Background: an optimization exercise with open tools, aiming at small area and a short achievable clock period. Do not read the settings as production practice.
Where RTL was checked, it was by simulation tests only, not by an equivalence proof against the original.
No functional check of the RTL was part of run 2.
Power is estimated from default activity; no workload was simulated.

==> flow/design.v, too long to show whole: its modules and the start of the top module <==
// module MULTI_32bit: 4021 lines
// module MULTI_32bit_fa: 6 lines
// module MULTI_32bit_enc: 7 lines
// module MULTI_32bit_enc2: 6 lines
// module MULTI_32bit_c42: 9 lines
// module MULTI_32bit_c42n: 8 lines
// module MULTI_32bit_pp: 5 lines
// module MULTI_32bit_xor: 5 lines
// module MULTI_32bit_and: 5 lines
// module MULTI_32bit_ha: 6 lines
module MULTI_32bit(clk, rst, A, B, F);
  // ...
==> flow/flow/run.sh <==
#!/bin/bash
# The standard layout, but with port buffers of a plain buffer cell
# (buffer_ports otherwise picks a delay cell, clkdlybuf4s50_1).
set -euo pipefail
export BUFFER_PORTS_ARGS="-buffer_cell sky130_fd_sc_hd__buf_4"
bash standard.sh > make_finish.log 2>&1
==> flow/standard.sh <==
#!/bin/bash
# synth_recipe.tcl (not shown) runs the flow's synth.tcl, then flattens the netlist and writes it again
# the make line also repeats each setting of config.mk as NAME=value (left out here)
make -C /OpenROAD-flow-scripts/flow DESIGN_CONFIG=/design/flow/config.mk WORK_HOME=/design/flow/orfs CLKGATE_MAP_FILE= SYNTH_SCRIPT=/design/flow/synth_recipe.tcl "${@:-finish}"
==> flow/config.mk <==
export PLATFORM = sky130hd
export DESIGN_NAME = MULTI_32bit
export DESIGN_NICKNAME = MULTI_32bit
export VERILOG_FILES = /design/flow/design.v
export SDC_FILE = /design/flow/constraint.sdc
export NUM_CORES = 4
export LEC_CHECK = 0
export ABC_CLOCK_PERIOD_IN_PS = 2500
export CAP_MARGIN = 20
export CORE_MARGIN = 2
export CORE_UTILIZATION = 50
export CTS_BUF_LIST = sky130_fd_sc_hd__clkbuf_16
export CTS_CLUSTER_DIAMETER = 80
export CTS_CLUSTER_SIZE = 30
export SETUP_SLACK_MARGIN = 4.3
export SLEW_MARGIN = 20
export SYNTH_HIERARCHICAL = 1
export SYNTH_MINIMUM_KEEP_SIZE = 0
==> flow/constraint.sdc <==
create_clock -name core_clock -period 7.0 [get_ports {clk}]
set_input_delay 1.4000 -clock core_clock [delete_from_list [all_inputs] [get_ports {clk}]]
set_output_delay 1.4000 -clock core_clock [all_outputs]
set_load 0.01 [all_outputs]
==> flow_summary.ini, run 1 <==
[timing]
report.final.slew_viol_count = 0
tns_ns = 0
fin_crit_ns = 2.67
slew_headroom = 0.559
fmaxAchievable_mhz = 374
fin_crit_sh = 0.382

[power_and_ir_drop]
leakagePower_nw = 10.7
vdd_drop_max_mv = 0.297
total_power_mw = 11.7
p_comb_mw = 6.70
comb_power_share = 0.571

[finish]
layout_common_cells = dfxtp_1 (379), xor2_1 (305), a22o_1 (297)
inverters = 91
nNetsFinal = 2316
seq_share = 0.304
multi_input_comb_area_mm2 = 0.0144
seqCellArea_mm2 = 0.00763
drive_gt1_frac = 0.133
diodes = 2

[drt]
drc = 0
drtPass1Iterations = 7
ant_nets = 0
wl_met3_um = 3540
wl_um = 56200

[grt]
grt_use_met3 = 0.0350
grt_max_degree = 38
grt_overflow_total = 0
grt_use_total = 0.251

[clock_network]
clk_latency_ns = 0.59
cts_tree = built
clock_path_buffers = 3
cts_max_level = 1

[die]
top_level_ports = 98
fp.dieH_um = 214
design.core.area_mm2 = 0.0433
placement_rows = 76

[critical_path]
critPathMaxStageDelay_ns = 0.52
criticalPathCategory = input port to flip-flop
path_cells = buf_6 > inv_8 > nor2_4 > a22o_1 > fa_1
cp.buffers_inverters = 2

[run_status]
status = timing/DRC/antenna clean

[place]
dpl.hpwl_um = 42800

[hold_path]
hold_path_depth = 0
==> inputs of run 2 (changes only) <==
--- a/flow/design.v
+++ b/flow/design.v
@@ -541,18 +541,16 @@
   reg r2_h40;
   reg r2_h41;
   reg r2_h42;
   reg r2_h43;
   reg r2_h44;
   reg r2_h45;
   reg r2_h46;
   reg r2_h47;
-  reg r2_g9;
-  reg r2_g10;
   reg r2_g11;
   reg r2_g12;
   reg r2_g13;
   reg r2_g14;
   reg r2_g15;
   reg r2_g16;
   reg r2_g17;
   reg r2_g18;
@@ -580,18 +578,16 @@
   reg r2_g40;
   reg r2_g41;
   reg r2_g42;
   reg r2_g43;
   reg r2_g44;
   reg r2_g45;
   reg r2_g46;
   reg r2_g47;
-  reg r2_p10;
-  reg r2_p11;
   reg r2_p12;
   reg r2_p13;
   reg r2_p14;
   reg r2_p15;
   reg r2_p16;
   reg r2_p17;
   reg r2_p18;
   reg r2_p19;
@@ -621,19 +617,17 @@
     r2_h40 <= h1376;
     r2_h41 <= h1378;
     r2_h42 <= h1380;
     r2_h43 <= h1382;
     r2_h44 <= h1384;
     r2_h45 <= h1386;
     r2_h46 <= h1388;
     r2_h47 <= h1390;
-    r2_g9 <= lowsum[10];
-    r2_g10 <= g1317;
-    r2_g11 <= g1319;
+    r2_g11 <= lowsum[12];
     r2_g12 <= g1321;
     r2_g13 <= g1323;
     r2_g14 <= g1325;
     r2_g15 <= g1327;
     r2_g16 <= g1329;
     r2_g17 <= g1331;
     r2_g18 <= g1333;
     r2_g19 <= g1335;
@@ -660,18 +654,16 @@
     r2_g40 <= g1377;
     r2_g41 <= g1379;
     r2_g42 <= g1381;
     r2_g43 <= g1383;
     r2_g44 <= g1385;
     r2_g45 <= g1387;
     r2_g46 <= g1389;
     r2_g47 <= g1391;
-    r2_p10 <= h1316;
-    r2_p11 <= h1318;
     r2_p12 <= h1320;
     r2_p13 <= h1322;
     r2_p14 <= h1324;
     r2_p15 <= h1326;
     r2_p16 <= h1328;
     r2_p17 <= h1330;
     r2_p18 <= h1332;
     r2_p19 <= h1334;
@@ -2065,17 +2057,17 @@
   wire h1384;
   wire g1385;
   wire h1386;
   wire g1387;
   wire h1388;
   wire g1389;
   wire h1390;
   wire g1391;
-  wire [10:0] lowsum;
+  wire [12:0] lowsum;
   wire G1392;
   wire G1393;
   wire P1394;
   wire G1395;
   wire P1396;
   wire G1397;
   wire P1398;
   wire G1399;
@@ -2866,40 +2858,40 @@
   assign s910 = ~(A[22] ^ pp702);
   assign c911 = A[22] | pp702;
   assign s1294 = ~(r1_c47_0 ^ r1_c47_2);
   assign c1295 = r1_c47_0 | r1_c47_2;
   assign h1298 = r1_c1_0 ^ 1'b0;
   assign g1299 = r1_c1_0 & 1'b0;
   assign h1300 = r1_c2_0 ^ 1'b0;
   assign g1301 = r1_c2_0 & 1'b0;
-  assign lowsum = {1'b0, c1217, c1215, c1213, c1211, c1209, c1207, s1206, r1_c2_0, r1_c1_0, r1_c0_0} + {1'b0, s1218, s1216, s1214, s1212, s1210, s1208, r1_c3_2, 1'b0, 1'b0, r1_c0_1};
+  assign lowsum = {1'b0, c1221, c1219, c1217, c1215, c1213, c1211, c1209, c1207, s1206, r1_c2_0, r1_c1_0, r1_c0_0} + {1'b0, s1222, s1220, s1218, s1216, s1214, s1212, s1210, s1208, r1_c3_2, 1'b0, 1'b0, r1_c0_1};
   assign G1392 = 1'b0 | (1'b0 & 1'b0);
   assign G1393 = 1'b0 | (1'b0 & 1'b0);
   assign P1394 = 1'b0 & 1'b0;
   assign G1395 = 1'b0 | (1'b0 & 1'b0);
   assign P1396 = 1'b0 & 1'b0;
   assign G1397 = 1'b0 | (1'b0 & 1'b0);
   assign P1398 = 1'b0 & 1'b0;
   assign G1399 = 1'b0 | (1'b0 & 1'b0);
   assign P1400 = 1'b0 & 1'b0;
   assign G1401 = 1'b0 | (1'b0 & 1'b0);
   assign P1402 = 1'b0 & 1'b0;
   assign G1403 = 1'b0 | (1'b0 & 1'b0);
   assign P1404 = 1'b0 & 1'b0;
   assign G1405 = 1'b0 | (1'b0 & 1'b0);
   assign P1406 = 1'b0 & 1'b0;
-  assign G1407 = r2_g9 | (1'b0 & 1'b0);
+  assign G1407 = 1'b0 | (1'b0 & 1'b0);
   assign P1408 = 1'b0 & 1'b0;
-  assign G1409 = r2_g10 | (r2_p10 & r2_g9);
-  assign P1410 = r2_p10 & 1'b0;
-  assign G1411 = r2_g11 | (r2_p11 & r2_g10);
-  assign P1412 = r2_p11 & r2_p10;
+  assign G1409 = 1'b0 | (1'b0 & 1'b0);
+  assign P1410 = 1'b0 & 1'b0;
+  assign G1411 = r2_g11 | (1'b0 & 1'b0);
+  assign P1412 = 1'b0 & 1'b0;
   assign G1413 = r2_g12 | (r2_p12 & r2_g11);
-  assign P1414 = r2_p12 & r2_p11;
+  assign P1414 = r2_p12 & 1'b0;
   assign G1415 = r2_g13 | (r2_p13 & r2_g12);
   assign P1416 = r2_p13 & r2_p12;
   assign G1417 = r2_g14 | (r2_p14 & r2_g13);
   assign P1418 = r2_p14 & r2_p13;
   assign G1419 = r2_g15 | (r2_p15 & r2_g14);
   assign P1420 = r2_p15 & r2_p14;
   assign G1421 = r2_g16 | (r2_p16 & r2_g15);
   assign P1422 = r2_p16 & r2_p15;
==> flow/config.mk (replaced) <==
export PLATFORM = sky130hd
export DESIGN_NAME = MULTI_32bit
export DESIGN_NICKNAME = MULTI_32bit
export VERILOG_FILES = /design/flow/design.v
export SDC_FILE = /design/flow/constraint.sdc
export NUM_CORES = 4
export LEC_CHECK = 0
export ABC_CLOCK_PERIOD_IN_PS = 2500
export CAP_MARGIN = 20
export CORE_MARGIN = 2
export CORE_UTILIZATION = 40
export CTS_BUF_LIST = sky130_fd_sc_hd__clkbuf_16
export CTS_CLUSTER_DIAMETER = 80
export CTS_CLUSTER_SIZE = 30
export SETUP_SLACK_MARGIN = 4.3
export SLEW_MARGIN = 20
export SYNTH_HIERARCHICAL = 1
export SYNTH_MINIMUM_KEEP_SIZE = 0
==> run 2 against run 1 <==
Still clean on timing, DRC and antenna. Die area grew 24%. Sequential cell count shrank 4. Clock power grew 9%. Maximum frequency shrank 4.0%. Critical path depth grew 4. Setup slack lost 0.11 ns. Critical path type is now flip-flop to flip-flop. Highest routed layer unchanged.
==> flow_summary.ini, run 2 <==
[run_status]
status = timing/DRC/antenna clean

[grt]
grt_use_total = 0.203
grt_max_degree = 38
busiest_layer = met2
antenna_found_initial = 1
globalRouteMet1Util = 0.288
grt_use_met3 = 0.0362
grt_pass1_wl_um = 88400
grt_pass1_vias = 14900
grt_overflow_total = 0
groute.layer.met2.usage = 0.321

[finish]
top_register = F
nNetsFinal = 2295
layoutNonFillerInstCount = 2624
syn_to_final_growth_pct = 15.7
layout_common_cells = dfxtp_1 (368), xor2_1 (298), a22o_1 (297)
drive_gt1_frac = 0.145
largest_register_ffs = 32
diodes = 0
final_common_cell = dfxtp_1
largestRegisters = F (32), r1_e (8), r2_e (8)
final_core_util = 0.469

[hold_path]
hp-class = flip-flop to flip-flop
holdCritStartpoint = r1_e[7]$_DFF_P_
hold_path_depth = 0
hold_path_end = r2_e[7]$_DFF_P_

[critical_path]
crit_start = r2_h32$_DFF_P_
start_kind = flip-flop
worst_setup_path_end_kind = flip-flop
reg2reg_to = F[4]$_DFF_P_
critPathMaxFanout = 10
reg2reg_from = r2_h32$_DFF_P_
reg2reg_slack_ns = 4.21
criticalPathCategory = flip-flop to flip-flop
cp.required_ns = 7.48
r2r_cells = 9
worst-endpoint-arrival_ns = 3.26

[clock_network]
clk_pin_slew_ns = 0.09
cts_max_level = 1
numClockSinks = 377
clk_latency_ns = 0.60
cts-root-buf = clkbuf_16
cts_tree = built
clock_path_buffers = 3
cts_buffers = 26

[timing]
finalSetupViolCount = 0
whs_ns = 0.330
fmaxAchievable_mhz = 359
fin_crit_ns = 2.79
tns_ns = 0
fin_crit_sh = 0.398
slew_headroom = 0.361
report.final.slew_viol_count = 0
fin_skew_ns = 0.0479
hold_viol = 0
worst_pin_slew_ns = 0.959
rsz0062_at_grt = yes

[power_and_ir_drop]
leakagePower_nw = 10.8
vdd_drop_max_mv = 0.269
power_density_mw_per_mm2 = 470

[drt]
initialDrtViolationCount = 1214
route.detailed.wl_per_inst_um = 22.1
vias = 14500
ant_nets = 0
drtPass1Iterations = 5
wl_um = 58000
viasPerCell = 5.51
drc = 0

[run]
max_cap_viol_count = 0

[die]
die_w_um = 238
fp.dieH_um = 238
design.core.area_mm2 = 0.0540
dieArea_mm2 = 0.0567
top_level_ports = 98
placement_rows = 85
initial_core_util = 0.406

[place]
dpl.cell_count = 2544
port_buffers = 96
gp_congestion = 0.861
dpl.hpwl_um = 42800

[logic_synthesis]
synth_nets = 2203
postSynthCellCount = 1816
netlist_area_mm2 = 0.0219
ys_warn_count = 7
syn_area_per_cell_um2 = 12.1
==> run 2: worst max-delay path by stage <==
stage                     cells past startpoint                to
after detailed placement                      4  r1_c33_4$_DFF_P_
after global placement                        4  r1_c35_4$_DFF_P_
after CTS                                    10      F[4]$_DFF_P_
after floorplan                               9   r1_e[7]$_DFF_P_
after global routing                          9      F[4]$_DFF_P_
final                                         9      F[4]$_DFF_P_
==> run 2: layer usage <==
layer | vias up | routed length [um]
li1 | 6500 | -
met1 | 7322 | 26200
met2 | 552 | 26200
met3 | 83 | 4080
met4 | 0 | 1590
met5 | - | 0
==> run 2: final cells by class <==
cell class,count,area [um2]
fill,4878,28700
multi-input combinational,1293,14500
sequential,377,7580
timing repair buffer,121,1050
tap,696,871
clock buffer,27,676
inverter,89,344
clock inverter,21,305
==> run 2: what timing repair did <==
action,in CTS,in global routing
hold endpoints to repair,0,0
buffers inserted,11,14
gates resized for setup,71,45
cloned,3,4
pin swaps,7,18
setup endpoints to repair,174,94
hold buffers,0,0
==> run 2: where the power goes <==
part           internal (mW)  switching (mW)
combinational           3.26            3.54
sequential              2.97           0.412
clock                  0.795           0.942
total                   7.02            4.89
==> run 2: worst max-delay path, cell delays in order (launching register included) <==
cell,delay (ns)
dfxtp_1,0.38
a211oi_1,0.25
nor2_1,0.10
o31a_1,0.35
o31ai_4,0.31
a2111o_1,0.22
nand2_2,0.21
a211o_4,0.45
a21bo_1,0.22
a221oi_2,0.20
==> run 2: stage by stage <==
stage	cell area, um2	power (mW)	setup WS (ns)
after floorplan	22400	7.89	4.13
after global placement	23400	9.68	3.26
after detailed placement	23400	9.85	3.23
after CTS	24900	11.8	4.18
after global routing	25400	12.9	4.08
final	25400	11.9	4.21

==> port drivers added, routing unchanged <==
In the flow no input, the clock included, has a driving cell. The finished layouts below were timed again as built, in two steps.
Step 1, drivers: a clkbuf_16 drives clk and a buf_2 each remaining input, both assumed.
Step 2 moves the port delays by t, midway between the first and last clock arrival at a register: inputs arrive t later, outputs are due t later. That takes back most of the time a late clock gives input paths.
Slacks: ideal ports / drivers / drivers and shift; pairs: ideal ports / drivers.
run | t, ns | setup slack, ns | worst setup path after step 2 | clock arrival spread, ns | worst register clock-pin slew, ns
run 1 | 0.633 | 4.326 / 4.349 / 3.717 | input to register | 0.032 / 0.032 | 0.10 / 0.10
run 2 | 0.633 | 4.214 / 4.214 / 3.628 | input to register | 0.048 / 0.048 | 0.11 / 0.11
After both steps every run listed still meets setup and hold. The setup slack of run 1, which loses most, moves by +0.023 ns with the drivers and by -0.609 ns with both steps.
